This design comes from an exercise in tuning for small area on the open sky130 flow, not from production work. Where RTL was checked, it was by simulation tests only, not by an equivalence proof against the original. No functional check of the RTL was part of runs 2 to 4. No activity file was given, so power comes from the tool's default toggle rates.

## flow/design.v (module list and top-level ports; edited modules follow where they fit)
// module c_xor2: 3 lines
// module c_xnor2: 3 lines
// module c_nand2: 3 lines
// module c_nor2: 3 lines
// module c_nand3: 3 lines
// module c_nand4: 3 lines
// module c_and2: 3 lines
// module c_or4: 3 lines
// module c_inv: 3 lines
// module c_a21o: 3 lines
// module c_a21oi: 3 lines
// module c_o21ai: 3 lines
// module c_o22ai: 3 lines
// module c_o22a: 3 lines
// module c_a222oi: 3 lines
// module c_mux2i: 3 lines
// module c_ha: 4 lines
// module ALU: 662 lines
// module ALU_ft: 96 lines
module ALU_ft (
    input              clk,
    input              rst,
    input      [31:0]  A,
    input      [31:0]  B,
    input      [2:0]   ALUControl,
    output reg [31:0]  Result,
    output reg         Zero,
    output reg         Carry,
    output reg         OverFlow,
    output             Negative,
    output reg         fault_detected_out
);
  // ...
==> flow/flow/run.sh <==
#!/bin/bash
# Own flow: the standard layout (standard.sh, unchanged synthesis) with
#  - the synthesized netlist's combinational cells set to drive strength 1
#    (flow/downsize.py) before floorplanning; the flow's repair steps size
#    them up again where needed;
#  - port buffers made sky130_fd_sc_hd__buf_1 (BUFFER_PORTS_ARGS);
#  - clock tree synthesis without dummy loads, with clkbuf_4 buffers
#    (CTS_ARGS; the rest as cts.tcl sets them).
# Every tool's full output stays in orfs/logs/ under this folder; make's
# output goes to synth.log and layout.log here, downsize.py's to downsize.log.
set -euo pipefail
export BUFFER_PORTS_ARGS="-buffer_cell sky130_fd_sc_hd__buf_1"
export CTS_ARGS="-sink_clustering_enable -repair_clock_nets -buf_list sky130_fd_sc_hd__clkbuf_4 -sink_clustering_size 30 -dont_use_dummy_load"
res=orfs/results/$FLOW_PLATFORM/ALU_ft/base
bash standard.sh synth > synth.log 2>&1
python3 flow/downsize.py $res/1_2_yosys.v $FLOW_HOME/platforms/$FLOW_PLATFORM/lib/sky130_fd_sc_hd__tt_025C_1v80.lib > downsize.log 2>&1
touch $res/1_2_yosys.v $res/1_2_yosys.sdc
rm -f $res/1_synth.odb $res/1_synth.sdc
bash standard.sh finish > layout.log 2>&1
test -f out/final.def
==> flow/flow/downsize.py <==
#!/usr/bin/env python3
"""Sets every combinational cell of a synthesized netlist to its smallest
drive strength variant (same function and pins).
Flip-flops, latches, tie cells and other special cells are left alone.
The layout flow's repair steps upsize cells again where timing, slew or
capacitance need it.  Usage: downsize.py NETLIST LIBERTY"""
import re, sys

net, lib = sys.argv[1], sys.argv[2]
area = {}
text = open(lib).read()
heads = [(m.start(), m.group(1)) for m in re.finditer(r'^\s*cell\s*\(\s*"?(sky130_fd_sc_hd__\w+?)"?\s*\)', text, re.M)]
for k, (pos, name) in enumerate(heads):
    end = heads[k + 1][0] if k + 1 < len(heads) else len(text)
    m = re.search(r'\barea\s*:\s*([0-9.]+)', text[pos:end])
    if m:
        area[name] = float(m.group(1))
variants = {}
for name in area:
    m = re.match(r'(sky130_fd_sc_hd__[a-z0-9]+?)_(\d+)$', name)
    if m:
        variants.setdefault(m.group(1), []).append(m.group(2))
skip = re.compile(r'sky130_fd_sc_hd__(df|edf|sdf|sedf|dl|conb|tap|fill|decap|diode|probe|lpflow|clk)')
pat = re.compile(r'^(\s*)(sky130_fd_sc_hd__[a-z0-9]+?)_(\d+)(\s)', re.M)
count = {}
def repl(m):
    base, size = m.group(2), m.group(3)
    cur = f'{base}_{size}'
    if skip.match(base + '_') or cur not in area:
        return m.group(0)
    # smallest variant; on a tie keep the current one, else prefer _1
    best = min(variants[base], key=lambda v: (area[f'{base}_{v}'], v != size, v != '1'))
    if best == size:
        return m.group(0)
    count[cur] = count.get(cur, 0) + 1
    return f'{m.group(1)}{base}_{best}{m.group(4)}'
text = pat.sub(repl, open(net).read())
open(net, 'w').write(text)
for k, v in sorted(count.items()):
    print(f'downsized {v} x {k}')
==> flow/standard.sh <==
#!/bin/bash
# synth_recipe.tcl (not shown) runs the flow's synth.tcl, then flattens the netlist and writes it again
# the make line also repeats each setting of config.mk as NAME=value (left out here)
make -C /OpenROAD-flow-scripts/flow DESIGN_CONFIG=/design/flow/config.mk WORK_HOME=/design/flow/orfs CLKGATE_MAP_FILE= SYNTH_SCRIPT=/design/flow/synth_recipe.tcl "${@:-finish}"
==> flow/config.mk <==
export PLATFORM = sky130hd
export DESIGN_NAME = ALU_ft
export DESIGN_NICKNAME = ALU_ft
export VERILOG_FILES = /design/flow/design.v
export SDC_FILE = /design/flow/constraint.sdc
export NUM_CORES = 4
export LEC_CHECK = 0
export CAP_MARGIN = 10
export CORE_MARGIN = 2
export CORE_UTILIZATION = 40
export SLEW_MARGIN = 10
export SYNTH_HIERARCHICAL = 1
==> flow/constraint.sdc <==
create_clock -name core_clock -period 6.0 [get_ports {clk}]
set_input_delay 1.2000 -clock core_clock [delete_from_list [all_inputs] [get_ports {clk}]]
set_output_delay 1.2000 -clock core_clock [all_outputs]
set_load 0.01 [all_outputs]
==> impl_results.md, run 1 <==
- Clock buf count: 9
- Cell mode on critical path: a21oi_1
- Worst Setup EP: mism
- Nets@finish: 977
- Area of the die: 15,990 sq um
- Total CTS buffers: 9
- Post-Syn Instances: 740
- Post-CTS Resized: 0
- Core area: 14,590 sq um
- Max layer used: met4
- Final setup viols: 0
- Gr usage total: a little over a quarter
- Post-Route WL: between 20 and 25 mm
- RSZ-0062 raised after global routing: no
- Tap cells: 184
- GR Util met1: 38.49%
- Worst Path Max Fanout: 6
- Status: complete, no violations
- Final hold vios: 0
- Post-CTS Setup Inserts: 0
- Vias in the first global route: 6,460
- Dpl cells: 1,049
- Reg-to-reg endpoint: t2[1]
- Fin crit period: 5.565 ns
- HP Start: mism
- Non-clk invs: 21
- Max-Cap Viols: 0
- Crit path depth: 26
==> inputs of run 2 (changes only) <==
--- a/flow/design.v
+++ b/flow/design.v
@@ -17,16 +17,19 @@
     assign y = ~(a & b & c & d);
 endmodule
 module c_and2(input a, input b, output y);
     assign y = a & b;
 endmodule
 module c_or4(input a, input b, input c, input d, output y);
     assign y = a | b | c | d;
 endmodule
+module c_nor4(input a, input b, input c, input d, output y);
+    assign y = ~(a | b | c | d);
+endmodule
 module c_inv(input a, output y);
     assign y = ~a;
 endmodule
 module c_a21o(input a1, input a2, input b1, output y);
     assign y = (a1 & a2) | b1;
 endmodule
 module c_a21oi(input a1, input a2, input b1, output y);
     assign y = ~((a1 & a2) | b1);
@@ -686,36 +689,30 @@
     c_nand2 u473 (.a(sh[2]), .b(sell), .y(rb[29]));
     c_nand2 u474 (.a(ra[29]), .b(rb[29]), .y(res[29]));
     c_a222oi u475 (.a1(xs[30]), .a2(selx), .b1(g[30]), .b2(selg), .c1(sh[30]), .c2(selr), .y(ra[30]));
     c_nand2 u476 (.a(sh[1]), .b(sell), .y(rb[30]));
     c_nand2 u477 (.a(ra[30]), .b(rb[30]), .y(res[30]));
     c_a222oi u478 (.a1(xs[31]), .a2(selx), .b1(g[31]), .b2(selg), .c1(sh[31]), .c2(selr), .y(ra[31]));
     c_nand2 u479 (.a(sh[0]), .b(sell), .y(rb[31]));
     c_nand2 u480 (.a(ra[31]), .b(rb[31]), .y(res[31]));
-    wire [7:0] o4;
-    wire [3:0] z8;
-    wire [1:0] z16;
-    c_or4 u481 (.a(res[0]), .b(res[1]), .c(res[2]), .d(res[3]), .y(o4[0]));
-    c_or4 u482 (.a(res[4]), .b(res[5]), .c(res[6]), .d(res[7]), .y(o4[1]));
-    c_or4 u483 (.a(res[8]), .b(res[9]), .c(res[10]), .d(res[11]), .y(o4[2]));
-    c_or4 u484 (.a(res[12]), .b(res[13]), .c(res[14]), .d(res[15]), .y(o4[3]));
-    c_or4 u485 (.a(res[16]), .b(res[17]), .c(res[18]), .d(res[19]), .y(o4[4]));
-    c_or4 u486 (.a(res[20]), .b(res[21]), .c(res[22]), .d(res[23]), .y(o4[5]));
-    c_or4 u487 (.a(res[24]), .b(res[25]), .c(res[26]), .d(res[27]), .y(o4[6]));
-    c_or4 u488 (.a(res[28]), .b(res[29]), .c(res[30]), .d(res[31]), .y(o4[7]));
-    c_nor2 u489 (.a(o4[0]), .b(o4[1]), .y(z8[0]));
-    c_nor2 u490 (.a(o4[2]), .b(o4[3]), .y(z8[1]));
-    c_nor2 u491 (.a(o4[4]), .b(o4[5]), .y(z8[2]));
-    c_nor2 u492 (.a(o4[6]), .b(o4[7]), .y(z8[3]));
-    wire n16a, n16b;
-    c_nand2 u493 (.a(z8[0]), .b(z8[1]), .y(n16a));
-    c_nand2 u494 (.a(z8[2]), .b(z8[3]), .y(n16b));
-    c_nor2 u495 (.a(n16a), .b(n16b), .y(z));
-    c_inv u496 (.a(z), .y(nz));
+    wire [7:0] z4;
+    wire [1:0] zn16;
+    c_nor4 u481 (.a(res[0]), .b(res[1]), .c(res[2]), .d(res[3]), .y(z4[0]));
+    c_nor4 u482 (.a(res[4]), .b(res[5]), .c(res[6]), .d(res[7]), .y(z4[1]));
+    c_nor4 u483 (.a(res[8]), .b(res[9]), .c(res[10]), .d(res[11]), .y(z4[2]));
+    c_nor4 u484 (.a(res[12]), .b(res[13]), .c(res[14]), .d(res[15]), .y(z4[3]));
+    c_nor4 u485 (.a(res[16]), .b(res[17]), .c(res[18]), .d(res[19]), .y(z4[4]));
+    c_nor4 u486 (.a(res[20]), .b(res[21]), .c(res[22]), .d(res[23]), .y(z4[5]));
+    c_nor4 u487 (.a(res[24]), .b(res[25]), .c(res[26]), .d(res[27]), .y(z4[6]));
+    c_nor4 u488 (.a(res[28]), .b(res[29]), .c(res[30]), .d(res[31]), .y(z4[7]));
+    c_nand4 u489 (.a(z4[0]), .b(z4[1]), .c(z4[2]), .d(z4[3]), .y(zn16[0]));
+    c_nand4 u490 (.a(z4[4]), .b(z4[5]), .c(z4[6]), .d(z4[7]), .y(zn16[1]));
+    c_nor2 u491 (.a(zn16[0]), .b(zn16[1]), .y(z));
+    c_inv u492 (.a(z), .y(nz));
 endmodule
 `timescale 1ns / 1ps
 module ALU_ft (
     input              clk,
     input              rst,
     input      [31:0]  A,
     input      [31:0]  B,
     input      [2:0]   ALUControl,
==> impl_results.md, run 2 <==
- Fin crit period: 5.413 ns (was 5.565 ns)
- Final period util: 90.22% (was 92.74%)
- CTS tree: built (unchanged)
- Crit Path Class: primary input to register (unchanged)
- Port Buffers: 105 (unchanged)
- Layout cells sized above 1: 4.478% (was 4.348%)
- Die W: 126.3 microns (was 126.5 microns)
- Clock Tree Buf Depth: 2 (unchanged)
- Worst setup EP type: register (unchanged)
- Post-Route Setup TNS: 0 ns (unchanged)
- H-Tree Level Count: 3 (unchanged)
- DRC Markers: 0 (unchanged)
- Final setup viols: 0 (unchanged)
- Post-Route WL: 22.83 mm (was 22.59 mm)
- HP Start: t2[2] (was mism)
- Vias in the first global route: 6,491 (was 6,460)
- Worst Path Required: 6.29 ns (about the same)
- Worst-Skew Late Latency: 0.42 ns (about the same)
- Netlist Area Pre-Place: 5978 sq um (was 5998 sq um)
- Max Fclk: 184.7 MHz (was 179.7 MHz)
- Hold slack: 0.4867 ns (was 0.4817 ns)
- Area of the die: 15,940 sq um (was 15,990 sq um)
- RSZ-0062 raised after global routing: no (unchanged)
- Dpl hpwl: 17.64 mm (was 17.23 mm)
- Final hold vios: 0 (unchanged)
- HP Class: register to register (unchanged)
- Post-CTS Setup Inserts: 0 (unchanged)
- Max-Cap Viols: 0 (unchanged)
- Most frequent cells in the layout: 161 x o22ai_1, 104 x nand2_1, 104 x buf_1, 68 x o22a_1, 56 x nor2_1 (was 161 x o22ai_1, 106 x nand2_1, 104 x buf_1, 68 x o22a_1, 60 x nor2_1)
- Nets@finish: 974 (was 977)
- DRT Pass-1 Iters: 9 (was 12)
- Root buf cell: clkbuf_4 (unchanged)
- Clk sinks: 71 (unchanged)
- Status: complete, no violations (unchanged)
- Total CTS buffers: 9 (unchanged)
- Biggest regs: Result (32), t2 (32) (unchanged)
- Largest net degree at the start of global routing: 39 (unchanged)
- Clk_skew: 0.02970 ns (was 0.02884 ns)
- Initial antenna violation count: 0 (unchanged)
- CP startpoint: ALUControl[0] (unchanged)
- DR vias/cell: 6.561 (was 6.506)
- Post-CTS Resized: 0 (unchanged)
- Slew HR: 21.20% (was 20.02%)
- Hold-fix buffers, CTS: 0 (unchanged)
- Max VDD drop: 341.2 uV (was 299.2 uV)
- Synthesis Warnings: 7 (unchanged)
- Die Span Y: 126.3 microns (was 126.5 microns)
- DR vias: 6,922 (was 6,883)
- Reg2reg start: fault_detected_out (was q)
- Num rows: 44 (unchanged)
- Post-route ant nets: 0 (unchanged)
- Pwr/cell area: 341.7 nW/um^2 (was 341.4 nW/um^2)
- Count of pins over their slew limit: 0 (unchanged)
- I/O Pins: 106 (unchanged)
- First-pass GRT wire length: 35.45 mm (was 35.31 mm)
- Antenna Cells: 0 (unchanged)
- GRT overflow: 0 (unchanged)
- Area Growth Syn to Fin: 14.82% (was 14.43%)
- Worst Path Max Fanout: 5 (was 6)
- Synthesized Nets: 837 (was 841)
- Kind of launch point of the worst setup path: primary input (unchanged)
- DR WL/cell: 21.64 microns (was 21.35 microns)
- Post-Syn Instances: 736 (was 740)
- Drt first-iter violations: 826 (was 873)
- Gr usage total: 27.75% (was 27.39%)
- Tightest Pin Transition: 1.182 ns (was 1.200 ns)
- Worst-path clk slew: 0.08 ns (was 0.10 ns)
- CP arrival: 5.70 ns (was 5.85 ns)
- Core area: 14,590 sq um (unchanged)
- Syn avg cell area: 8.123 sq um (was 8.106 sq um)
- Most common cell after layout, fill and taps aside: o22ai_1 (unchanged)
- Final Wtd Congestion: 0.9848 (was 0.9711)
- Leakage: 0.002657 uW (was 0.002659 uW)
- Starting Density: 40.98% (was 41.11%)
[run 2: final timing paths]
check	end	slack, ns	cells past startpoint
max in group asynchronous	Result[28]	4.48	1
setup / recovery	mism	0.59	25
hold / removal	t2[2]	0.49	1
min in group asynchronous	Result[13]	0.91	1
hold reg to reg	t2[2]	0.49	1
setup reg to reg	t2[1]	3.30	3
[run 2: final cells by class]
type                       instances  area [sq um]
clock buffer                       9         67.56
fill                            1461          7725
tap                              184         230.2
timing repair buffer             127         573.1
inverter                          21         78.83
sequential                        71          1612
multi-input combinational        643          4303
[run 2: critical path: stages]
cell and delay, ns:
buf_1 0.11, inv_2 0.06, nor2_4 0.16, xor2_1 0.19, ha_1 0.28, a21oi_1 0.20, inv_1 0.06, a21oi_1 0.22
o21ai_1 0.15, a21oi_1 0.32, o21ai_1 0.22, inv_1 0.13, o21ai_1 0.16, a21oi_1 0.29, o21ai_1 0.14, a21oi_1 0.17
nor2_1 0.07, xor2_1 0.17, a222oi_1 0.33, nand2_1 0.19, nor4_1 0.36, nand4_1 0.14, nor2_1 0.17, inv_1 0.05
o22a_1 0.15
[run 2: per-layer routing]
layer | global-route usage (%) | wire, microns
met1 | 40.28 | 10210
met3 | 2.634 | 1692
met2 | 43.49 | 10330
met4 | 8.920 | 599
met5 | 0 | 0
[run 2: stage by stage]
step	cells	worst slack [ns]	util, %	area [sq um]	total power, uW
floorplan	736	0.3133	-	5986	1733
global placement	1046	0.4044	46.58	6795	2116
detailed placement	1046	0.2671	46.58	6795	2139
CTS	1055	0.6948	47.04	6863	2353
global route	1055	0.1883	47.05	6864	2523
finish	1055	0.5865	47.05	6864	2345
[run 2: where the power goes]
part           switching (uW)  internal, uW  total, uW
clock                     135          69.6        205
sequential                144           709        852
combinational             719           569       1290
==> inputs of run 3 (changes only) <==
--- a/flow/config.mk
+++ b/flow/config.mk
@@ -8,5 +8,6 @@
 export CAP_MARGIN = 10
 export CORE_MARGIN = 2
 export CORE_UTILIZATION = 40
+export GPL_TIMING_DRIVEN = 0
 export SLEW_MARGIN = 10
 export SYNTH_HIERARCHICAL = 1
==> impl_results.md, run 3 <==
- Status: complete, no violations (unchanged)
- DR WL/cell: 20.95 microns (was 21.64 microns)
- DR vias/cell: 6.586 (was 6.561)
- Total CTS buffers: 9 (unchanged)
- Reg2reg path depth: 3 (unchanged)
- Placed cell areas: 6655 sq um (was 6795 sq um)
- Max-Cap Viols: 0 (unchanged)
- Hold endpoint: t2[23] (was t2[2])
- CTS tree: built (unchanged)
- Reg-to-reg endpoint: t2[20] (was t2[1])
- Kind of launch point of the worst setup path: primary input (unchanged)
- DR vias: 6,849 (was 6,922)
- HP Start: t2[23] (was t2[2])
- Tightest Pin Transition: 1.306 ns (was 1.182 ns)
- Seq pwr share: 36.5% (was 36.3%)
- Die W: 126.3 microns (unchanged)
- Hold-fix buffers, CTS: 0 (unchanged)
- Area Growth Syn to Fin: 14.44% (was 14.82%)
- Total Power: 2334 uW (was 2345 uW)
- Util after Layout: 46.90% (was 47.05%)
- Num rows: 44 (unchanged)
- First-pass GRT wire length: 33.40 mm (was 35.45 mm)
- Port Buffers: 105 (unchanged)
- Sw Ratio: 42.43% (was 42.53%)
- Syn avg cell area: 8.123 sq um (unchanged)
- Die Span Y: 126.3 microns (unchanged)
- Most common cell after layout, fill and taps aside: o22ai_1 (unchanged)
- Most frequent cells in the layout: 161 x o22ai_1, 103 x nand2_1, 98 x buf_1, 68 x o22a_1, 56 x nor2_1 (was 161 x o22ai_1, 104 x nand2_1, 104 x buf_1, 68 x o22a_1, 56 x nor2_1)
- P_int: 1344 uW (was 1348 uW)
- Biggest regs: Result (32), t2 (32) (unchanged)
- Worst Path Max Fanout: 38 (was 5)
- Antenna Cells: 0 (unchanged)
- Leakage: 0.002622 uW (was 0.002657 uW)
- Final Wtd Congestion: 0.9430 (was 0.9848)
- Root buf cell: clkbuf_4 (unchanged)
- Area of the die: 15,940 sq um (unchanged)
- Vias in the first global route: 6,312 (was 6,491)
- Count of pins over their slew limit: 0 (unchanged)
- Hold path depth: 1 (unchanged)
- Initial antenna violation count: 0 (unchanged)
- Logic pwr share: 54.7% (was 54.9%)
- Final period util: 94.62% (was 90.22%)
- Worst Path Required: 6.29 ns (about the same)
- Netlist Area Pre-Place: 5978 sq um (unchanged)
- GRT overflow: 0 (unchanged)
- Post-route cell area: 6842 sq um (was 6864 sq um)
- HP Class: register to register (unchanged)
- Nets@finish: 959 (was 974)
- RSZ-0062 raised after global routing: no (unchanged)
- I/O Pins: 106 (unchanged)
- Layout cells sized above 1: 4.322% (was 4.478%)
- DRT Pass-1 Iters: 7 (was 9)
- Clk sinks: 71 (unchanged)
- H-Tree Level Count: 3 (unchanged)
- DRC Markers: 0 (unchanged)
- Sw power: 990.1 uW (was 997.5 uW)
- Hold slack: 0.4907 ns (was 0.4867 ns)
- Dpl hpwl: 16.29 mm (was 17.64 mm)
- Synthesis Warnings: 7 (unchanged)
- Final setup viols: 0 (unchanged)
- Final hold vios: 0 (unchanged)
- Reg-to-reg slack, setup: 3.31 ns (was 3.30 ns)
- Post-Syn Instances: 736 (unchanged)
- Clk network pwr share: 8.8% (was 8.7%)
- Gr usage total: 26.04% (was 27.75%)
- Slew HR: 12.95% (was 21.20%)
- Drt first-iter violations: 852 (was 826)
- Max Fclk: 176.1 MHz (was 184.7 MHz)
- Starting Density: 40.98% (unchanged)
- Clk_skew: 0.03193 ns (was 0.02970 ns)
- Post-Route WL: 21.79 mm (was 22.83 mm)
- Post-route ant nets: 0 (unchanged)
- Final Worst Setup Slack: 0.3229 ns (was 0.5865 ns)
- Max VDD drop: 256.5 uV (was 341.2 uV)
- Largest net degree at the start of global routing: 39 (unchanged)
- Fin crit period: 5.677 ns (was 5.413 ns)
- Worst-Skew Late Latency: 0.41 ns (was 0.42 ns)
- Worst-path clk slew: 0.09 ns (was 0.08 ns)
- Place WS: -2.080 ns (was 0.2671 ns)
- Synthesized Nets: 837 (unchanged)
- Pwr/cell area: 341.1 nW/um^2 (was 341.7 nW/um^2)
- CP arrival: 5.97 ns (was 5.70 ns)
- Reg2reg start: fault_detected_out (unchanged)
- Clock Tree Buf Depth: 2 (unchanged)
- Worst setup EP type: register (unchanged)
- Core area: 14,590 sq um (unchanged)
- Crit Path Class: primary input to register (unchanged)
[run 3: power groups by stage]
stage | Sequential (uW) | Clock [uW] | Combinational (uW)
finish | 852 | 204 | 1280
detailed placement | 864 | 0 | 1250
global placement | 843 | 0 | 1220
global route | 881 | 233 | 1400
floorplan | 893 | 0 | 840
CTS | 854 | 217 | 1260
[run 3: metrics by stage]
stage          TNS, ns  cells
2_1_floorplan        0    736
3_3_place_gp    -85.68   1025
3_5_place_dp    -41.32   1026
4_1_cts              0   1039
5_1_grt              0   1040
6_report             0   1040
[run 3: how the worst max path moves through the flow]
stage                       start   end  slack, ns  depth (start not counted)
detailed placement  ALUControl[0]  mism      -2.08                         26
finish              ALUControl[0]  mism       0.32                         24
CTS                 ALUControl[0]  mism       0.06                         27
floorplan           ALUControl[0]  mism       0.31                         25
global placement    ALUControl[0]  mism      -2.80                         26
global route        ALUControl[0]  mism      0.005                         26
[run 3: cell type report]
class | count | area (sq um)
Clock buffer | 9 | 67.56
Buffer | 1 | 3.754
Multi-Input combinational cell | 644 | 4369
Sequential cell | 71 | 1612
Fill cell | 1479 | 7747
Timing Repair Buffer | 110 | 467.9
Tap cell | 184 | 230.2
Inverter | 21 | 91.34
[run 3: critical path, cell delays in order]
cell and delay, ns:
buf_8 0.17, inv_12 0.18, nor2_4 0.05, buf_4 0.18, xor2_1 0.16, ha_1 0.34, a21oi_1 0.10, o21ai_1 0.39
a21oi_2 0.19, o21ai_2 0.32, inv_1 0.13, o21ai_1 0.41, a21oi_2 0.13, o21ai_1 0.20, a21oi_1 0.11, nor2_1 0.12
xor2_1 0.10, a222oi_1 0.39, nand2_2 0.19, nor4_2 0.32, nand4_1 0.13, nor2_1 0.20, inv_1 0.06, o22a_1 0.15
[run 3: metal layers]
metal | up-vias | part of all wire (%) | GRT usage, % | wire length (microns)
met2 | 338 | 46 | 40.83 | 9927
li1 | 3188 | - | - | -
met4 | 0 | 2.7 | 10.15 | 593
met5 | - | 0 | 0 | 0
met3 | 42 | 7.6 | 3.186 | 1663
met1 | 3281 | 44 | 36.61 | 9604
[run 3: repair_timing]
action / in CTS / in global routing
resized for setup: 11 / 16
setup endpoints to repair: 43 / 2
setup buffers: 3 / 1
pin swaps: 1 / 1
gates cloned: 1 / 0
==> inputs of run 4 (changes only) <==
--- a/flow/flow/run.sh
+++ b/flow/flow/run.sh
@@ -10,7 +10,7 @@
 # output goes to synth.log and layout.log here, downsize.py's to downsize.log.
 set -euo pipefail
 export BUFFER_PORTS_ARGS="-buffer_cell sky130_fd_sc_hd__buf_1"
-export CTS_ARGS="-sink_clustering_enable -repair_clock_nets -buf_list sky130_fd_sc_hd__clkbuf_4 -sink_clustering_size 30 -dont_use_dummy_load"
+export CTS_ARGS="-sink_clustering_enable -repair_clock_nets -buf_list sky130_fd_sc_hd__clkbuf_4 -sink_clustering_size 20 -sink_clustering_max_diameter 60 -dont_use_dummy_load"
 res=orfs/results/$FLOW_PLATFORM/ALU_ft/base
 bash standard.sh synth > synth.log 2>&1
 python3 flow/downsize.py $res/1_2_yosys.v $FLOW_HOME/platforms/$FLOW_PLATFORM/lib/sky130_fd_sc_hd__tt_025C_1v80.lib > downsize.log 2>&1
--- a/flow/config.mk
+++ b/flow/config.mk
@@ -8,6 +8,5 @@
 export CAP_MARGIN = 10
 export CORE_MARGIN = 2
 export CORE_UTILIZATION = 40
-export GPL_TIMING_DRIVEN = 0
 export SLEW_MARGIN = 10
 export SYNTH_HIERARCHICAL = 1
==> impl_results.md, run 4 <==
- Fin crit period: 5.413 ns (was 5.677 ns)
- Total CTS buffers: 9 (unchanged)
- Worst Path Max Fanout: 5 (was 38)
- Gr usage total: 27.75% (was 26.04%)
- Post-Route WL: 22.83 mm (was 21.79 mm)
- Max-Cap Viols: 0 (unchanged)
- Synthesis Warnings: 7 (unchanged)
- Vias in the first global route: 6,491 (was 6,312)
- Dpl hpwl: 17.64 mm (was 16.29 mm)
- Critical path's largest stage delay: 0.36 ns (was 0.41 ns)
- Pwr/cell area: 341.7 nW/um^2 (was 341.1 nW/um^2)
- Status: complete, no violations (unchanged)
- Hold-fix buffers, CTS: 0 (unchanged)
- Cell mode on critical path: a21oi_1 (was o21ai_1)
- Max Fclk: 184.7 MHz (was 176.1 MHz)
- First-pass GRT wire length: 35.45 mm (was 33.40 mm)
- DR vias/cell: 6.561 (was 6.586)
- Clk_skew: 0.02970 ns (was 0.03193 ns)
- Slowest-stage cell, CP: nor4_1 (was o21ai_1)
- Post-route ant nets: 0 (unchanged)
- Final hold vios: 0 (unchanged)
- Num rows: 44 (unchanged)
- DR vias: 6,922 (was 6,849)
- RSZ-0062 raised after global routing: no (unchanged)
- Post-CTS Setup Inserts: 0 (was 3)
- Count of pins over their slew limit: 0 (unchanged)
- Core area: 14,590 sq um (unchanged)
- DRC Markers: 0 (unchanged)
- Fill count: 1,461 (was 1,479)
- Post-CTS Resized: 0 (was 11)
- Synthesized Nets: 837 (unchanged)
- Clk sinks: 71 (unchanged)
- CP arrival: 5.70 ns (was 5.97 ns)
- Worst Path Required: 6.29 ns (about the same)
- Die Span Y: 126.3 microns (unchanged)
- Root buf cell: clkbuf_4 (unchanged)
- Layout cells sized above 1: 4.478% (was 4.322%)
- H-Tree Level Count: 3 (unchanged)
- Starting Density: 40.98% (unchanged)
- Nets@finish: 974 (was 959)
- GRT overflow: 0 (unchanged)
- Area of the die: 15,940 sq um (unchanged)
- Biggest regs: Result (32), t2 (32) (unchanged)
- Post-Syn Instances: 736 (unchanged)
- Netlist Area Pre-Place: 5978 sq um (unchanged)
- DRT Pass-1 Iters: 9 (was 7)
- Most frequent cells in the layout: 161 x o22ai_1, 104 x nand2_1, 104 x buf_1, 68 x o22a_1, 56 x nor2_1 (was 161 x o22ai_1, 103 x nand2_1, 98 x buf_1, 68 x o22a_1, 56 x nor2_1)
- Register Area: 1612 sq um (unchanged)
- Worst setup EP type: register (unchanged)
- Most common cell after layout, fill and taps aside: o22ai_1 (unchanged)
- Port Buffers: 105 (unchanged)
- Final Wtd Congestion: 0.9848 (was 0.9430)
- Worst-path clk slew: 0.08 ns (was 0.09 ns)
- Post-Route Setup TNS: 0 ns (unchanged)
- Kind of launch point of the worst setup path: primary input (unchanged)
- Die W: 126.3 microns (unchanged)
- Drt first-iter violations: 826 (was 852)
- Largest net degree at the start of global routing: 39 (unchanged)
- Delay-heaviest family, CP: compound AO/OA/AOI/OAI gates (unchanged)
- Slew HR: 21.20% (was 12.95%)
- Multi-input combinational cell area: 4303 sq um (was 4369 sq um)
- Crit Path Class: primary input to register (unchanged)
- CTS tree: built (unchanged)
- Syn avg cell area: 8.123 sq um (unchanged)
- CP bufs+invs: 5 (unchanged)
- DR WL/cell: 21.64 microns (was 20.95 microns)
- Hold slack: 0.4867 ns (was 0.4907 ns)
- Leakage: 0.002657 uW (was 0.002622 uW)
- Antenna Cells: 0 (unchanged)
- Initial antenna violation count: 0 (unchanged)
- I/O Pins: 106 (unchanged)
- Area Growth Syn to Fin: 14.82% (was 14.44%)
- Tightest Pin Transition: 1.182 ns (was 1.306 ns)
- Max VDD drop: 341.2 uV (was 256.5 uV)
- Worst-Skew Late Latency: 0.42 ns (was 0.41 ns)
- Final setup viols: 0 (unchanged)
- Clock Tree Buf Depth: 2 (unchanged)
- HP Class: register to register (unchanged)
- Final period util: 90.22% (was 94.62%)
-- run 4: area by class of cell --
class | instances | share of cell area, %
Multi-Input combinational cell | 643 | 62.69
Sequential cell | 71 | 23.48
Timing Repair Buffer | 127 | 8.349
Tap cell | 184 | 3.354
Inverter | 21 | 1.148
Clock buffer | 9 | 0.9843
-- run 4: where the power goes --
part	internal, uW	switching, uW	total, uW
sequential	709	144	852
clock	69.6	135	205
combinational	569	719	1290
-- run 4: worst paths after layout --
path	start	endpoint	slack (ns)	cells past startpoint
min in group asynchronous	rst	Result[13]	0.91	1
max	ALUControl[0]	mism	0.59	25
max reg2reg	fault_detected_out	t2[1]	3.30	3
min	t2[2]	t2[2]	0.49	1
min reg2reg	t2[2]	t2[2]	0.49	1
max in group asynchronous	rst	Result[28]	4.48	1
-- run 4: through the flow --
step / utilization [%] / instances / setup WS (ns) / area [sq um] / power [uW]
2_1_floorplan: - / 736 / 0.3133 / 5986 / 1733
3_3_place_gp: 46.58 / 1046 / 0.4044 / 6795 / 2116
3_5_place_dp: 46.58 / 1046 / 0.2671 / 6795 / 2139
4_1_cts: 47.04 / 1055 / 0.6948 / 6863 / 2353
5_1_grt: 47.05 / 1055 / 0.1883 / 6864 / 2523
6_report: 47.05 / 1055 / 0.5865 / 6864 / 2345
-- run 4: metal layers --
layer	track usage (%)	vias up	share of wire (%)
li1	-	3213	-
met1	40.28	3286	45
met2	43.49	378	45
met3	2.634	45	7.4
met4	8.920	0	2.6
met5	0	-	0
==> module ALU_ft, before the edit <==
module ALU_ft (
    input              clk,
    input              rst,
    input      [31:0]  A,
    input      [31:0]  B,
    input      [2:0]   ALUControl,
    output reg [31:0]  Result,
    output reg         Zero,
    output reg         Carry,
    output reg         OverFlow,
    output             Negative,
    output reg         fault_detected_out
);
    wire [31:0] res;
    wire z, nz, cout, c31;
    ALU u_alu (
        .A(A),
        .B(B),
        .ALUControl(ALUControl),
        .res(res),
        .z(z),
        .nz(nz),
        .cout(cout),
        .c31(c31)
    );
    reg        q;
    reg        t2_valid;
    reg        mism;
    reg [31:0] t2;
    wire f     = fault_detected_out;
    wire s3    = q & f;
    wire load  = q & (f | ~mism);
    wire nload = ~load;
    wire arith = ~ALUControl[2] & ~ALUControl[1];
    wire [31:0] r_d;
    genvar i;
    generate
        for (i = 0; i < 32; i = i + 1) begin : hold
            c_o22a u_h (.a1(res[i]), .a2(nload), .b1(Result[i]), .b2(load), .y(r_d[i]));
        end
    endgenerate
    wire [31:0] t2_d;
    wire ns3 = ~s3;
    generate
        for (i = 0; i < 32; i = i + 1) begin : t2hold
            c_o22a u_t (.a1(res[i]), .a2(s3), .b1(t2[i]), .b2(ns3), .y(t2_d[i]));
        end
    endgenerate
    wire zero_d, carry_d, ovf_d, mism_d;
    wire nt2v = ~t2_valid;
    c_o22a u_zd (.a1(z), .a2(nload), .b1(Zero), .b2(load), .y(zero_d));
    c_o22a u_cd (.a1(arith & cout), .a2(nload), .b1(Carry), .b2(load), .y(carry_d));
    c_o22a u_vd (.a1(arith & (cout ^ c31)), .a2(nload), .b1(OverFlow), .b2(load), .y(ovf_d));
    c_o22a u_md (.a1(ne), .a2(nt2v), .b1(nz), .b2(t2_valid), .y(mism_d));
    wire [31:0] eq;
    wire [7:0]  e4n;
    wire [3:0]  e8;
    wire        ne;
    generate
        for (i = 0; i < 32; i = i + 1) begin : cmp
            c_xnor2 u_x (.a(res[i]), .b(t2[i]), .y(eq[i]));
        end
        for (i = 0; i < 8; i = i + 1) begin : cmp4
            c_nand4 u_n (.a(eq[4*i]), .b(eq[4*i+1]), .c(eq[4*i+2]), .d(eq[4*i+3]), .y(e4n[i]));
        end
        for (i = 0; i < 4; i = i + 1) begin : cmp8
            c_nor2 u_r (.a(e4n[2*i]), .b(e4n[2*i+1]), .y(e8[i]));
        end
    endgenerate
    c_nand4 u_ne (.a(e8[0]), .b(e8[1]), .c(e8[2]), .d(e8[3]), .y(ne));
    always @(posedge clk or negedge rst) begin
        if (!rst) begin
            q                  <= 1'b0;
            fault_detected_out <= 1'b0;
            t2_valid           <= 1'b0;
            Result             <= 32'b0;
            Zero               <= 1'b0;
            Carry              <= 1'b0;
            OverFlow           <= 1'b0;
        end
        else begin
            q                  <= ~q | (~f & mism);
            fault_detected_out <= q & (f | mism);
            t2_valid           <= 1'b1;
            Result             <= r_d;
            Zero               <= zero_d;
            Carry              <= carry_d;
            OverFlow           <= ovf_d;
        end
    end
    always @(posedge clk) begin
        mism <= mism_d;
        t2   <= t2_d;
    end
    assign Negative = Result[31];
endmodule
==> inputs of run 5 (changes only) <==
--- a/flow/design.v
+++ b/flow/design.v
@@ -736,7 +736,6 @@
         .c31(c31)
     );
     reg        q;
-    reg        t2_valid;
     reg        mism;
     reg [31:0] t2;
     wire f     = fault_detected_out;
@@ -758,12 +757,13 @@
             c_o22a u_t (.a1(res[i]), .a2(s3), .b1(t2[i]), .b2(ns3), .y(t2_d[i]));
         end
     endgenerate
-    wire zero_d, carry_d, ovf_d, mism_d;
-    wire nt2v = ~t2_valid;
+    wire zero_d, carry_d, ovf_d, mism_d, cmp_r;
+    wire nmism = ~mism;
     c_o22a u_zd (.a1(z), .a2(nload), .b1(Zero), .b2(load), .y(zero_d));
     c_o22a u_cd (.a1(arith & cout), .a2(nload), .b1(Carry), .b2(load), .y(carry_d));
     c_o22a u_vd (.a1(arith & (cout ^ c31)), .a2(nload), .b1(OverFlow), .b2(load), .y(ovf_d));
-    c_o22a u_md (.a1(ne), .a2(nt2v), .b1(nz), .b2(t2_valid), .y(mism_d));
+    c_o22a u_mc (.a1(ne), .a2(mism), .b1(nz), .b2(nmism), .y(cmp_r));
+    assign mism_d = ~q & cmp_r;
     wire [31:0] eq;
     wire [7:0]  e4n;
     wire [3:0]  e8;
@@ -784,7 +784,6 @@
         if (!rst) begin
             q                  <= 1'b0;
             fault_detected_out <= 1'b0;
-            t2_valid           <= 1'b0;
             Result             <= 32'b0;
             Zero               <= 1'b0;
             Carry              <= 1'b0;
@@ -793,16 +792,20 @@
         else begin
             q                  <= ~q | (~f & mism);
             fault_detected_out <= q & (f | mism);
-            t2_valid           <= 1'b1;
             Result             <= r_d;
             Zero               <= zero_d;
             Carry              <= carry_d;
             OverFlow           <= ovf_d;
         end
     end
+    always @(posedge clk or negedge rst) begin
+        if (!rst)
+            mism <= 1'b1;
+        else
+            mism <= mism_d;
+    end
     always @(posedge clk) begin
-        mism <= mism_d;
-        t2   <= t2_d;
+        t2 <= t2_d;
     end
     assign Negative = Result[31];
 endmodule
--- a/flow/flow/run.sh
+++ b/flow/flow/run.sh
@@ -10,7 +10,7 @@
 # output goes to synth.log and layout.log here, downsize.py's to downsize.log.
 set -euo pipefail
 export BUFFER_PORTS_ARGS="-buffer_cell sky130_fd_sc_hd__buf_1"
-export CTS_ARGS="-sink_clustering_enable -repair_clock_nets -buf_list sky130_fd_sc_hd__clkbuf_4 -sink_clustering_size 20 -sink_clustering_max_diameter 60 -dont_use_dummy_load"
+export CTS_ARGS="-sink_clustering_enable -repair_clock_nets -buf_list sky130_fd_sc_hd__clkbuf_4 -sink_clustering_size 30 -dont_use_dummy_load"
 res=orfs/results/$FLOW_PLATFORM/ALU_ft/base
 bash standard.sh synth > synth.log 2>&1
 python3 flow/downsize.py $res/1_2_yosys.v $FLOW_HOME/platforms/$FLOW_PLATFORM/lib/sky130_fd_sc_hd__tt_025C_1v80.lib > downsize.log 2>&1
--- a/flow/config.mk
+++ b/flow/config.mk
@@ -8,5 +8,6 @@
 export CAP_MARGIN = 10
 export CORE_MARGIN = 2
 export CORE_UTILIZATION = 40
+export GPL_TIMING_DRIVEN = 0
 export SLEW_MARGIN = 10
 export SYNTH_HIERARCHICAL = 1
==> impl_results.md, run 5 <==
- Kind of launch point of the worst setup path: primary input (unchanged)
- Starting Density: 41.00% (was 40.98%)
- Leakage: 0.002623 uW (was 0.002657 uW)
- Worst-path clk slew: 0.10 ns (was 0.08 ns)
- Nets@finish: 960 (was 974)
- Most frequent cells in the layout: 161 x o22ai_1, 104 x nand2_1, 99 x buf_1, 68 x o22a_1, 56 x nor2_1 (was 161 x o22ai_1, 104 x nand2_1, 104 x buf_1, 68 x o22a_1, 56 x nor2_1)
- Max-Cap Viols: 0 (unchanged)
- Reg-to-reg slack, setup: 3.20 ns (was 3.30 ns)
- First-pass GRT wire length: 34.42 mm (was 35.45 mm)
- Area Growth Syn to Fin: 15.28% (was 14.82%)
- Clk_skew: 0.01762 ns (was 0.02970 ns)
- Tightest Pin Transition: 1.288 ns (was 1.182 ns)
- Die W: 126.1 microns (was 126.3 microns)
- Final hold vios: 0 (unchanged)
- H-Tree Level Count: 3 (unchanged)
- Slew HR: 14.16% (was 21.20%)
- Hold endpoint: t2[0] (was t2[2])
- Layout cells sized above 1: 4.901% (was 4.478%)
- Dpl hpwl: 16.75 mm (was 17.64 mm)
- Worst Path Max Fanout: 38 (was 5)
- Fin crit period: 5.607 ns (was 5.413 ns)
- Root buf cell: clkbuf_4 (unchanged)
- Post-Route WL: 22.35 mm (was 22.83 mm)
- Drt first-iter violations: 912 (was 826)
- Netlist Area Pre-Place: 5959 sq um (was 5978 sq um)
- Util after Layout: 47.27% (was 47.05%)
- Area of the die: 15,890 sq um (was 15,940 sq um)
- Post-Syn Instances: 734 (was 736)
- Port Buffers: 105 (unchanged)
- RSZ-0062 raised after global routing: no (unchanged)
- Total CTS buffers: 9 (unchanged)
- Most common cell after layout, fill and taps aside: o22ai_1 (unchanged)
- Dpl cells: 1,025 (was 1,046)
- DR vias/cell: 6.534 (was 6.561)
- Pwr/cell area: 299.0 nW/um^2 (was 341.7 nW/um^2)
- Gr usage total: 26.78% (was 27.75%)
- Clk sinks: 70 (was 71)
- Max Fclk: 178.3 MHz (was 184.7 MHz)
- Post-route ant nets: 0 (unchanged)
- HP Class: register to register (unchanged)
- Hold slack: 0.4862 ns (was 0.4867 ns)
- Num rows: 44 (unchanged)
- Syn avg cell area: 8.119 sq um (was 8.123 sq um)
- Clock Tree Buf Depth: 2 (unchanged)
- HP Start: t2[0] (was t2[2])
- Largest net degree at the start of global routing: 39 (unchanged)
- DRC Markers: 0 (unchanged)
- CP arrival: 5.95 ns (was 5.70 ns)
- Hold-fix buffers, CTS: 0 (unchanged)
- Biggest regs: Result (32), t2 (32) (unchanged)
- Crit Path Class: primary input to register (unchanged)
- Final non-filler cell total: 1,042 (was 1,055)
- Initial antenna violation count: 1 (was 0)
- I/O Pins: 106 (unchanged)
- Worst setup EP type: register (unchanged)
- Synthesized Nets: 835 (was 837)
- Synthesis Warnings: 7 (unchanged)
- Count of pins over their slew limit: 0 (unchanged)
- Die Span Y: 126.1 microns (was 126.3 microns)
- Status: complete, no violations (unchanged)
- DR vias: 6,808 (was 6,922)
- DRT Pass-1 Iters: 11 (was 9)
- DR WL/cell: 21.45 microns (was 21.64 microns)
- Reg-to-reg endpoint: t2[8] (was t2[1])
- Hold path depth: 1 (unchanged)
- Core area: 14,530 sq um (was 14,590 sq um)
- Worst-Skew Late Latency: 0.40 ns (was 0.42 ns)
- Final Wtd Congestion: 0.9395 (was 0.9848)
- GRT overflow: 0 (unchanged)
- Max VDD drop: 211.3 uV (was 341.2 uV)
- Post-route cell area: 6870 sq um (was 6864 sq um)
- CTS tree: built (unchanged)
- Worst Path Required: 6.34 ns (was 6.29 ns)
- Fill count: 1,537 (was 1,461)
- Final setup viols: 0 (unchanged)
- Reg2reg path depth: 3 (unchanged)
- Placed cell areas: 6646 sq um (was 6795 sq um)
- Final period util: 93.46% (was 90.22%)
- Vias in the first global route: 6,379 (was 6,491)
- Reg2reg start: fault_detected_out (unchanged)
run 5: where the power goes:
group          switching [uW]  internal (uW)
Combinational             636            476
Sequential                100            638
Clock                     136           69.7
run 5: layout make-up:
class	instances	area [sq um]	area share [%]
clock buffer	9	67.56	0.9834
timing repair buffer	113	490.5	7.139
tap	184	230.2	3.351
inverter	20	82.58	1.202
multi-input combinational	644	4400	64.05
buffer	1	3.754	0.05463
sequential	70	1593	23.18
antenna	1	2.502	0.03642
run 5: stage by stage:
step	setup WS (ns)	TNS (ns)	power (uW)
final	0.3925	0	2054
after global routing	0.01986	0	2202
after CTS	0.1031	0	2039
after detailed placement	-2.256	-43.42	1816
after global placement	-3.144	-91.16	1777
after floorplan	0.2117	0	1484
run 5: worst max-delay path by stage:
stage	end	cells after the start	slack, ns	startpoint
2_1_floorplan	mism	26	0.21	ALUControl[0]
3_3_place_gp	mism	27	-3.14	ALUControl[0]
3_5_place_dp	mism	27	-2.26	ALUControl[0]
4_1_cts	mism	27	0.10	ALUControl[0]
5_1_grt	mism	23	0.02	ALUControl[0]
6_report	mism	23	0.39	ALUControl[0]
run 5: layer usage:
| metal | global-route usage (%) | up-vias | part of all wire, % |
|---|---|---|---|
| met1 | 37.36 | 3210 | 44 |
| met2 | 42.19 | 365 | 45 |
| li1 | - | 3184 | - |
| met3 | 3.441 | 49 | 7.5 |
| met4 | 10.47 | 0 | 3.0 |
| met5 | 0 | - | 0 |
run 5: critical path, cell delays in order:
cell,delay (ns)
buf_8,0.21
inv_8,0.14
nor2_4,0.59
xor2_1,0.18
ha_1,0.35
a21oi_1,0.21
o21ai_1,0.14
a21oi_1,0.32
o21ai_4,0.16
a21oi_4,0.20
o21ai_1,0.11
a21oi_1,0.21
nor2_1,0.07
xor2_1,0.20
a222oi_1,0.35
nand2_1,0.22
buf_4,0.19
xnor2_1,0.12
nand4_1,0.12
nor2_1,0.17
nand4_1,0.11
o22a_1,0.19
and2b_1,0.15
run 5: repair_timing:
action                     in CTS  in global routing
buffers inserted                3                  3
gates cloned                    1                  0
gates resized for setup        15                 13
setup endpoints to repair      43                  2
pin swaps                       2                  1
==> inputs of run 6 (changes only) <==
--- a/flow/config.mk
+++ b/flow/config.mk
@@ -9,5 +9,6 @@
 export CORE_MARGIN = 2
 export CORE_UTILIZATION = 40
 export GPL_TIMING_DRIVEN = 0
+export PLACE_DENSITY = 0.75
 export SLEW_MARGIN = 10
 export SYNTH_HIERARCHICAL = 1
==> impl_results.md, run 6 <==
- Status: complete, no violations (unchanged)
- Synthesized Nets: 835 (unchanged)
- Max VDD drop: 262.1 uV (was 211.3 uV)
- Root buf cell: clkbuf_4 (unchanged)
- Max-Cap Viols: 0 (unchanged)
- DR vias/cell: 6.415 (was 6.534)
- Critical path's largest stage delay: 0.41 ns (was 0.59 ns)
- Port Buffers: 105 (unchanged)
- Cell mode on critical path: o21ai_1 (was a21oi_1)
- Dpl hpwl: 15.01 mm (was 16.75 mm)
- Die Span Y: 126.1 microns (unchanged)
- Initial antenna violation count: 0 (was 1)
- Most frequent cells in the layout: 161 x o22ai_1, 103 x nand2_1, 98 x buf_1, 68 x o22a_1, 55 x nor2_1 (was 161 x o22ai_1, 104 x nand2_1, 99 x buf_1, 68 x o22a_1, 56 x nor2_1)
- Final hold vios: 0 (unchanged)
- Gr usage total: 24.15% (was 26.78%)
- Vias in the first global route: 5,815 (was 6,379)
- Netlist Area Pre-Place: 5959 sq um (unchanged)
- CP bufs+invs: 6 (was 3)
- RSZ-0062 raised after global routing: no (unchanged)
- Starting Density: 41.00% (unchanged)
- DR WL/cell: 19.15 microns (was 21.45 microns)
- Synthesis Warnings: 7 (unchanged)
- Total CTS buffers: 9 (unchanged)
- DRT Pass-1 Iters: 7 (was 11)
- Post-route ant nets: 0 (unchanged)
- Final Wtd Congestion: 0.9551 (was 0.9395)
- Delay-heaviest family, CP: compound AO/OA/AOI/OAI gates (unchanged)
- DR vias: 6,672 (was 6,808)
- Layout cells sized above 1: 4.907% (was 4.901%)
- Hold-fix buffers, CTS: 0 (unchanged)
- Worst Path Required: 6.34 ns (about the same)
- Post-Route WL: 19.92 mm (was 22.35 mm)
- Count of pins over their slew limit: 0 (unchanged)
- Largest net degree at the start of global routing: 39 (unchanged)
- Clock Tree Buf Depth: 2 (unchanged)
- Area of the die: 15,890 sq um (unchanged)
- Worst setup EP type: register (unchanged)
- GRT overflow: 0 (unchanged)
- Crit path depth: 26 (was 23)
- Clk sinks: 70 (unchanged)
- Area Growth Syn to Fin: 15.14% (was 15.28%)
- First-pass GRT wire length: 31.04 mm (was 34.42 mm)
- Reg2reg path depth: 3 (unchanged)
- Final Worst Setup Slack: 0.3095 ns (was 0.3925 ns)
- I/O Pins: 106 (unchanged)
- HP Class: register to register (unchanged)
- Kind of launch point of the worst setup path: primary input (unchanged)
- Total Power: 2037 uW (was 2054 uW)
- Core area: 14,530 sq um (unchanged)
- Num rows: 44 (unchanged)
- Hold path depth: 1 (unchanged)
- Biggest regs: Result (32), t2 (32) (unchanged)
- Antenna Cells: 0 (was 1)
- Post-Syn Instances: 734 (unchanged)
- Slew HR: 15.77% (was 14.16%)
- Nets@finish: 959 (was 960)
- Worst-Skew Late Latency: 0.40 ns (about the same)
- Place WS: -1.977 ns (was -2.256 ns)
- Final period util: 94.84% (was 93.46%)
- H-Tree Level Count: 3 (unchanged)
- Leakage: 0.002622 uW (was 0.002623 uW)
- Worst Path Max Fanout: 38 (unchanged)
- DRC Markers: 0 (unchanged)
- Crit Path Class: primary input to register (unchanged)
- Drt first-iter violations: 1,004 (was 912)
- Slowest-stage cell, CP: a222oi_1 (was nor2_4)
- Worst-path clk slew: 0.09 ns (was 0.10 ns)
- Clk_skew: 0.02069 ns (was 0.01762 ns)
- Reg-to-reg slack, setup: 3.26 ns (was 3.20 ns)
- Die W: 126.1 microns (unchanged)
- Most common cell after layout, fill and taps aside: o22ai_1 (unchanged)
- Fin crit period: 5.690 ns (was 5.607 ns)
- Max Fclk: 175.7 MHz (was 178.3 MHz)
- Syn avg cell area: 8.119 sq um (unchanged)
- Pwr/cell area: 296.9 nW/um^2 (was 299.0 nW/um^2)
- CP arrival: 6.03 ns (was 5.95 ns)
- Final setup viols: 0 (unchanged)
- Tightest Pin Transition: 1.263 ns (was 1.288 ns)
- CTS tree: built (unchanged)
## run 6: changes by cell type in the layout (fill, tap and decap cells not counted), sizes merged
cell / previous run / this run
buf: 112 / 108
clkbuf: 10 / 12
clkdlybuf4s15: 1 / 2
diode: 1 / 0
## run 6: area by class of cell
class                   instances  area [sq um]
fillers                      1530          7672
multi-input cells             644          4372
flip-flops and latches         70          1593
repair buffers                112         515.5
well taps                     184         230.2
inverters                      20         80.08
clock buffers                   9         67.56
plain buffers                   1         3.754
## run 6: power breakdown
group | switching [uW] | total, uW | leakage [uW] | internal [uW]
Clock | 135 | 205 | 0.0000414 | 69.7
Sequential | 102 | 740 | 0.000736 | 638
Combinational | 616 | 1090 | 0.00184 | 476
## run 6: worst paths after layout
check / endpoint / from
max: mism / ALUControl[0]
min: t2[8] / t2[8]
max reg2reg: t2[29] / fault_detected_out
min reg2reg: t2[8] / t2[8]
max in group asynchronous: mism / rst
min in group asynchronous: Result[20] / rst
## run 6: timing repair
action	4_1_cts	5_1_grt
setup buffers	2	1
gates cloned	1	0
gates resized for setup	12	15
setup endpoints to repair	37	2
pin swaps	1	1
## run 6: metrics by stage
| step | instances | area (sq um) | utilization [%] | hold WS, ns | setup TNS, ns |
|---|---|---|---|---|---|
| floorplan | 734 | 5967 | - | 0.4581 | 0 |
| global route | 1040 | 6862 | 47.21 | 0.5056 | 0 |
| global placement | 1023 | 6591 | 45.35 | 0.4651 | -76.48 |
| detailed placement | 1027 | 6678 | 45.95 | 0.4719 | -31.14 |
| CTS | 1039 | 6809 | 46.85 | 0.4925 | 0 |
| finish | 1040 | 6862 | 47.21 | 0.4911 | 0 |
## run 6: layer usage
layer / part of all wire [%] / GRT usage (%) / vias to the layer above
met2: 44 / 36.97 / 361
met5: 0 / 0 / -
met3: 8.0 / 2.761 / 32
met1: 45 / 35.15 / 3087
li1: - / - / 3192
met4: 2.4 / 8.597 / 0
==> inputs of run 7 (changes only) <==
--- a/flow/config.mk
+++ b/flow/config.mk
@@ -8,7 +8,5 @@
 export CAP_MARGIN = 10
 export CORE_MARGIN = 2
 export CORE_UTILIZATION = 40
-export GPL_TIMING_DRIVEN = 0
-export PLACE_DENSITY = 0.75
 export SLEW_MARGIN = 10
 export SYNTH_HIERARCHICAL = 1
==> impl_results.md, run 7 <==
- Max-Cap Viols: 0 (unchanged)
- Worst-path clk slew: 0.09 ns (about the same)
- Most common cell after layout, fill and taps aside: o22ai_1 (unchanged)
- Post-route ant nets: 0 (unchanged)
- Post-CTS Resized: 0 (was 12)
- CP bufs+invs: 7 (was 6)
- Largest net degree at the start of global routing: 39 (unchanged)
- Area Growth Syn to Fin: 14.91% (was 15.14%)
- Hold slack: 0.4892 ns (was 0.4911 ns)
- DRT Pass-1 Iters: 7 (unchanged)
- Dpl hpwl: 17.99 mm (was 15.01 mm)
- H-Tree Level Count: 3 (unchanged)
- Critical path's largest stage delay: 0.49 ns (was 0.41 ns)
- Most frequent cells in the layout: 161 x o22ai_1, 104 x nand2_1, 104 x buf_1, 68 x o22a_1, 56 x nor2_1 (was 161 x o22ai_1, 103 x nand2_1, 98 x buf_1, 68 x o22a_1, 55 x nor2_1)
- DR vias/cell: 6.622 (was 6.415)
- CTS tree: built (unchanged)
- Post-Route WL: 23.27 mm (was 19.92 mm)
- CP arrival: 5.95 ns (was 6.03 ns)
- Vias in the first global route: 6,493 (was 5,815)
- Final period util: 93.49% (was 94.84%)
- Initial antenna violation count: 0 (unchanged)
- Die Span Y: 126.1 microns (unchanged)
- Worst setup EP type: register (unchanged)
- Crit Path Class: primary input to register (unchanged)
- Clk_skew: 0.02700 ns (was 0.02069 ns)
- Logic pwr share: 54.0% (was 53.6%)
- Drt first-iter violations: 915 (was 1,004)
- Count of pins over their slew limit: 0 (unchanged)
- Placed cell areas: 6779 sq um (was 6678 sq um)
- Status: complete, no violations (unchanged)
- Synthesized Nets: 835 (unchanged)
- Starting Density: 41.00% (unchanged)
- Root buf cell: clkbuf_4 (unchanged)
- First-pass GRT wire length: 35.65 mm (was 31.04 mm)
- HP Class: register to register (unchanged)
- Clock Tree Buf Depth: 2 (unchanged)
- Hold-fix buffers, CTS: 0 (unchanged)
- Port Buffers: 105 (unchanged)
- Layout cells sized above 1: 4.822% (was 4.907%)
- Pwr/cell area: 299.8 nW/um^2 (was 296.9 nW/um^2)
- Fin crit period: 5.609 ns (was 5.690 ns)
- Total Power: 2053 uW (was 2037 uW)
- Post-route cell area: 6848 sq um (was 6862 sq um)
- RSZ-0062 raised after global routing: no (unchanged)
- Cell mode on critical path: a21oi_1 (was o21ai_1)
- Final setup viols: 0 (unchanged)
- Total CTS buffers: 9 (unchanged)
- Delay-heaviest family, CP: compound AO/OA/AOI/OAI gates (unchanged)
- Post-Route Setup TNS: 0 ns (unchanged)
- Final hold vios: 0 (unchanged)
- Final Wtd Congestion: 0.9684 (was 0.9551)
- Sw power: 873.0 uW (was 853.4 uW)
- Netlist Area Pre-Place: 5959 sq um (unchanged)
- Worst Path Max Fanout: 4 (was 38)
- Clk network pwr share: 10.0% (was 10.1%)
- Kind of launch point of the worst setup path: primary input (unchanged)
- Die W: 126.1 microns (unchanged)
- Area of the die: 15,890 sq um (unchanged)
- Max VDD drop: 220.6 uV (was 262.1 uV)
- Core area: 14,530 sq um (unchanged)
- Post-CTS Setup Inserts: 0 (was 2)
- Nets@finish: 974 (was 959)
- Worst Path Required: 6.34 ns (about the same)
- Tightest Pin Transition: 1.208 ns (was 1.263 ns)
- Sw Ratio: 42.53% (was 41.89%)
- Synthesis Warnings: 7 (unchanged)
- Gr usage total: 28.11% (was 24.15%)
- Antenna Cells: 0 (unchanged)
- Slowest-stage cell, CP: nor4_1 (was a222oi_1)
- Max Fclk: 178.3 MHz (was 175.7 MHz)
- I/O Pins: 106 (unchanged)
- Util after Layout: 47.12% (was 47.21%)
- P_int: 1180 uW (was 1184 uW)
- Clk sinks: 70 (unchanged)
- GRT overflow: 0 (unchanged)
- Num rows: 44 (unchanged)
- DR WL/cell: 22.06 microns (was 19.15 microns)
- DRC Markers: 0 (unchanged)
- Biggest regs: Result (32), t2 (32) (unchanged)
- Seq pwr share: 36.0% (was 36.3%)
- Post-Syn Instances: 734 (unchanged)
- DR vias: 6,986 (was 6,672)
- Syn avg cell area: 8.119 sq um (unchanged)
- Leakage: 0.002650 uW (was 0.002622 uW)
- Slew HR: 19.13% (was 15.77%)
- Worst-Skew Late Latency: 0.41 ns (was 0.40 ns)
-- run 7: through the flow --
step / cells / setup WS (ns)
6_report: 1055 / 0.3908
5_1_grt: 1055 / 0.1139
4_1_cts: 1055 / 0.4666
3_5_place_dp: 1046 / 0.03353
3_3_place_gp: 1046 / 0.2141
2_1_floorplan: 734 / 0.2117
-- run 7: final timing paths --
path	start	end	slack [ns]	cells past startpoint
setup reg to reg	fault_detected_out	t2[1]	3.31	3
hold / removal	t2[3]	t2[3]	0.49	1
setup / recovery	ALUControl[0]	mism	0.39	26
min in group asynchronous	rst	Result[16]	0.93	1
max in group asynchronous	rst	Result[1]	4.44	1
hold reg to reg	t2[3]	t2[3]	0.49	1
-- run 7: power by group through the flow --
stage	logic, uW	clock network [uW]	registers, uW
floorplan	704	0	779
global placement	1070	0	739
detailed placement	1090	0	749
CTS	1100	218	739
global route	1200	234	761
finish	1110	205	739
-- run 7: layout make-up --
| class | instances | area, sq um |
|---|---|---|
| multi-input combinational | 643 | 4307 |
| tap | 184 | 230.2 |
| sequential | 70 | 1593 |
| timing repair buffer | 129 | 575.6 |
| inverter | 20 | 75.07 |
| clock buffer | 9 | 67.56 |
| fill | 1536 | 7686 |
-- run 7: layer usage --
| layer | routed length (microns) | track usage [%] | up-vias |
|---|---|---|---|
| li1 | - | - | 3227 |
| met3 | 1763 | 3.526 | 55 |
| met2 | 10580 | 44.43 | 376 |
| met4 | 728 | 10.73 | 0 |
| met5 | 0 | 0 | - |
| met1 | 10200 | 39.25 | 3328 |
==> inputs of run 8 (changes only) <==
--- a/flow/flow/run.sh
+++ b/flow/flow/run.sh
@@ -10,7 +10,7 @@
 # output goes to synth.log and layout.log here, downsize.py's to downsize.log.
 set -euo pipefail
 export BUFFER_PORTS_ARGS="-buffer_cell sky130_fd_sc_hd__buf_1"
-export CTS_ARGS="-sink_clustering_enable -repair_clock_nets -buf_list sky130_fd_sc_hd__clkbuf_4 -sink_clustering_size 30 -dont_use_dummy_load"
+export CTS_ARGS="-repair_clock_nets -buf_list sky130_fd_sc_hd__clkbuf_16 -dont_use_dummy_load"
 res=orfs/results/$FLOW_PLATFORM/ALU_ft/base
 bash standard.sh synth > synth.log 2>&1
 python3 flow/downsize.py $res/1_2_yosys.v $FLOW_HOME/platforms/$FLOW_PLATFORM/lib/sky130_fd_sc_hd__tt_025C_1v80.lib > downsize.log 2>&1
==> impl_results.md, run 8 <==
- Reg2reg path depth: 3 (unchanged)
- Hold-fix buffers, CTS: 0 (unchanged)
- Crit Path Class: primary input to register (unchanged)
- Antenna Cells: 0 (unchanged)
- I/O Pins: 106 (unchanged)
- Reg-to-reg endpoint: t2[24] (was t2[1])
- Final hold vios: 0 (unchanged)
- Tightest Pin Transition: 1.241 ns (was 1.208 ns)
- Worst-Skew Late Latency: 0.33 ns (was 0.41 ns)
- H-Tree Level Count: 3 (unchanged)
- Worst Path Max Fanout: 4 (unchanged)
- Largest net degree at the start of global routing: 39 (unchanged)
- P_int: 1375 uW (was 1180 uW)
- Netlist Area Pre-Place: 5959 sq um (unchanged)
- Final non-filler cell total: 1,055 (unchanged)
- Final period util: 93.04% (was 93.49%)
- Slowest-stage cell, CP: nor4_2 (was nor4_1)
- Post-Syn Instances: 734 (unchanged)
- Place WS: 0.03353 ns (unchanged)
- Biggest regs: Result (32), t2 (32) (unchanged)
- Slew HR: 17.28% (was 19.13%)
- Clk network pwr share: 18.6% (was 10.0%)
- Max Fclk: 179.1 MHz (was 178.3 MHz)
- Kind of launch point of the worst setup path: primary input (unchanged)
- Die W: 126.1 microns (unchanged)
- Placed cell areas: 6779 sq um (unchanged)
- HP Class: register to register (unchanged)
- Worst-path clk slew: 0.05 ns (was 0.09 ns)
- Post-Route Setup TNS: 0 ns (unchanged)
- Leakage: 0.002720 uW (was 0.002650 uW)
- Fill count: 1,515 (was 1,536)
- DR WL/cell: 22.20 microns (was 22.06 microns)
- Gr usage total: 28.20% (was 28.11%)
- DR vias: 6,927 (was 6,986)
- Sw Ratio: 39.64% (was 42.53%)
- Vias in the first global route: 6,517 (was 6,493)
- Final Wtd Congestion: 0.9684 (unchanged)
- Cell mode on critical path: a21oi_1 (unchanged)
- Fin crit period: 5.582 ns (was 5.609 ns)
- Reg-to-reg slack, setup: 3.23 ns (was 3.31 ns)
- Clk sinks: 70 (unchanged)
- Final Worst Setup Slack: 0.4179 ns (was 0.3908 ns)
- Post-route ant nets: 0 (unchanged)
- Status: complete, no violations (unchanged)
- Syn avg cell area: 8.119 sq um (unchanged)
- Nets@finish: 974 (unchanged)
- Num rows: 44 (unchanged)
- Area Growth Syn to Fin: 17.66% (was 14.91%)
- Dpl cells: 1,046 (unchanged)
- Dpl hpwl: 17.99 mm (unchanged)
- Area of the die: 15,890 sq um (unchanged)
- GRT overflow: 0 (unchanged)
- Total Power: 2278 uW (was 2053 uW)
- Post-CTS Resized: 0 (unchanged)
- Initial antenna violation count: 0 (unchanged)
- Most frequent cells in the layout: 161 x o22ai_1, 104 x nand2_1, 104 x buf_1, 68 x o22a_1, 56 x nor2_1 (unchanged)
- Critical path's largest stage delay: 0.38 ns (was 0.49 ns)
- Root buf cell: clkbuf_16 (was clkbuf_4)
- Max VDD drop: 251.4 uV (was 220.6 uV)
- First-pass GRT wire length: 35.78 mm (was 35.65 mm)
- Synthesized Nets: 835 (unchanged)
- Pwr/cell area: 324.9 nW/um^2 (was 299.8 nW/um^2)
- Worst Path Required: 6.25 ns (was 6.34 ns)
- Total CTS buffers: 9 (unchanged)
- Die Span Y: 126.1 microns (unchanged)
- Final setup viols: 0 (unchanged)
- CP startpoint: ALUControl[0] (unchanged)
- RSZ-0062 raised after global routing: no (unchanged)
- CP arrival: 5.84 ns (was 5.95 ns)
- Clk_skew: 0.01029 ns (was 0.02700 ns)
- Clock Tree Buf Depth: 2 (unchanged)
- Port Buffers: 105 (unchanged)
- Layout cells sized above 1: 4.937% (was 4.822%)
- Most common cell after layout, fill and taps aside: o22ai_1 (unchanged)
- Reg2reg start: fault_detected_out (unchanged)
- Core area: 14,530 sq um (unchanged)
- Logic pwr share: 48.8% (was 54.0%)
- Worst setup EP type: register (unchanged)
- Starting Density: 41.00% (unchanged)
- Synthesis Warnings: 7 (unchanged)
- Drt first-iter violations: 816 (was 915)
- HP Start: t2[19] (was t2[3])
- Count of pins over their slew limit: 0 (unchanged)
- CTS tree: built (unchanged)
- Post-route cell area: 7012 sq um (was 6848 sq um)
- Post-Route WL: 23.42 mm (was 23.27 mm)
- Post-CTS Setup Inserts: 0 (unchanged)
- Hold path depth: 1 (unchanged)
- Hold endpoint: t2[19] (was t2[3])
- Sw power: 903.1 uW (was 873.0 uW)
- Seq pwr share: 32.6% (was 36.0%)
- DR vias/cell: 6.566 (was 6.622)
- DRT Pass-1 Iters: 9 (was 7)
- DRC Markers: 0 (unchanged)
- Max-Cap Viols: 0 (unchanged)
-- run 8: through the flow --
step,utilization [%],hold slack (ns)
after global placement,46.64,0.4642
after CTS,48.19,0.4829
after floorplan,-,0.4581
after global routing,48.24,0.5046
after detailed placement,46.64,0.4721
final,48.24,0.4813
-- run 8: worst max-delay path: cells and delay by family --
family / cells / cell delay, ns
adders and majority gates: 1 / 0.27
buffers and inverters: 7 / 0.71
xor gates and xnor gates: 2 / 0.36
AOI/OAI and AO/OA: 9 / 2.08
and+or+nand+nor: 7 / 1.20
-- run 8: final cells by class --
type	count	area, sq um	area share, %
multi-input cells	643	4313	61.51
flip-flops and latches	70	1593	22.72
repair buffers	129	575.6	8.208
well taps	184	230.2	3.283
clock buffers	9	225.2	3.212
inverters	20	75.07	1.071
-- run 8: worst max path at each step --
stage,depth (start not counted),to,slack (ns)
floorplan,26,mism,0.21
global placement,26,mism,0.21
detailed placement,26,mism,0.03
CTS,26,mism,0.35
global route,27,mism,0.06
finish,26,mism,0.42
-- run 8: layer usage --
layer	share of wire (%)	GRT usage, %	wire length (microns)	vias to the layer above
met5	0	0	0	-
met4	3.2	11.51	751	0
met3	7.9	2.889	1840	52
met2	45	44.78	10650	350
met1	43	39.29	10180	3307
li1	-	-	-	3218
-- run 8: power groups by stage --
| stage | logic [uW] | registers [uW] | clock network [uW] |
|---|---|---|---|
| after floorplan | 704 | 779 | 0 |
| after global placement | 1070 | 739 | 0 |
| after detailed placement | 1090 | 749 | 0 |
| after CTS | 1100 | 742 | 434 |
| after global routing | 1210 | 764 | 450 |
| final | 1110 | 742 | 425 |

port drivers added, routing unchanged:
How much do the figures lean on ideal ports? The routed layouts below were timed once more, with nothing changed but the port constraints. Step 1 (the two cells are an assumption about what drives the block):
set clk [get_ports {clk}]
set_driving_cell -lib_cell sky130_fd_sc_hd__clkbuf_16 $clk
set_driving_cell -lib_cell sky130_fd_sc_hd__buf_2 [delete_from_list [all_inputs] $clk]
Step 2, shift: input delay + t, output delay - t, t = (earliest + latest rising clock arrival at the registers) / 2. This alone moves slack from input paths to output paths. Three values: ideal, step 1, step 2; two values: the first two.
run	shift t [ns]	setup WS [ns]	hold slack, ns	worst setup path at the end	slew at the worst register clock pin (ns)
run 1	0.425	0.435 / 0.433 / 0.008	0.482 / 0.482 / 0.482	input to register	0.12 / 0.12
run 2	0.426	0.587 / 0.589 / 0.162	0.487 / 0.487 / 0.487	input to register	0.12 / 0.12
run 3	0.421	0.323 / 0.300 / -0.122	0.491 / 0.491 / 0.491	input to register	0.12 / 0.12
run 4	0.426	0.587 / 0.589 / 0.162	0.487 / 0.487 / 0.487	input to register	0.12 / 0.12
run 5	0.422	0.393 / 0.368 / -0.054	0.486 / 0.486 / 0.486	input to register	0.11 / 0.11
run 6	0.415	0.310 / 0.289 / -0.126	0.491 / 0.491 / 0.491	input to register	0.10 / 0.10
run 7	0.422	0.391 / 0.397 / -0.025	0.489 / 0.489 / 0.489	input to register	0.11 / 0.11
run 8	0.356	0.418 / 0.431 / 0.075	0.481 / 0.481 / 0.481	input to register	0.05 / 0.05
With both steps, setup timing fails in run 3, run 5, run 6 and run 7, where it was met with ideal ports. For run 5, which loses most, drivers alone change the setup slack by -0.025 ns; drivers and shift together by -0.447 ns.
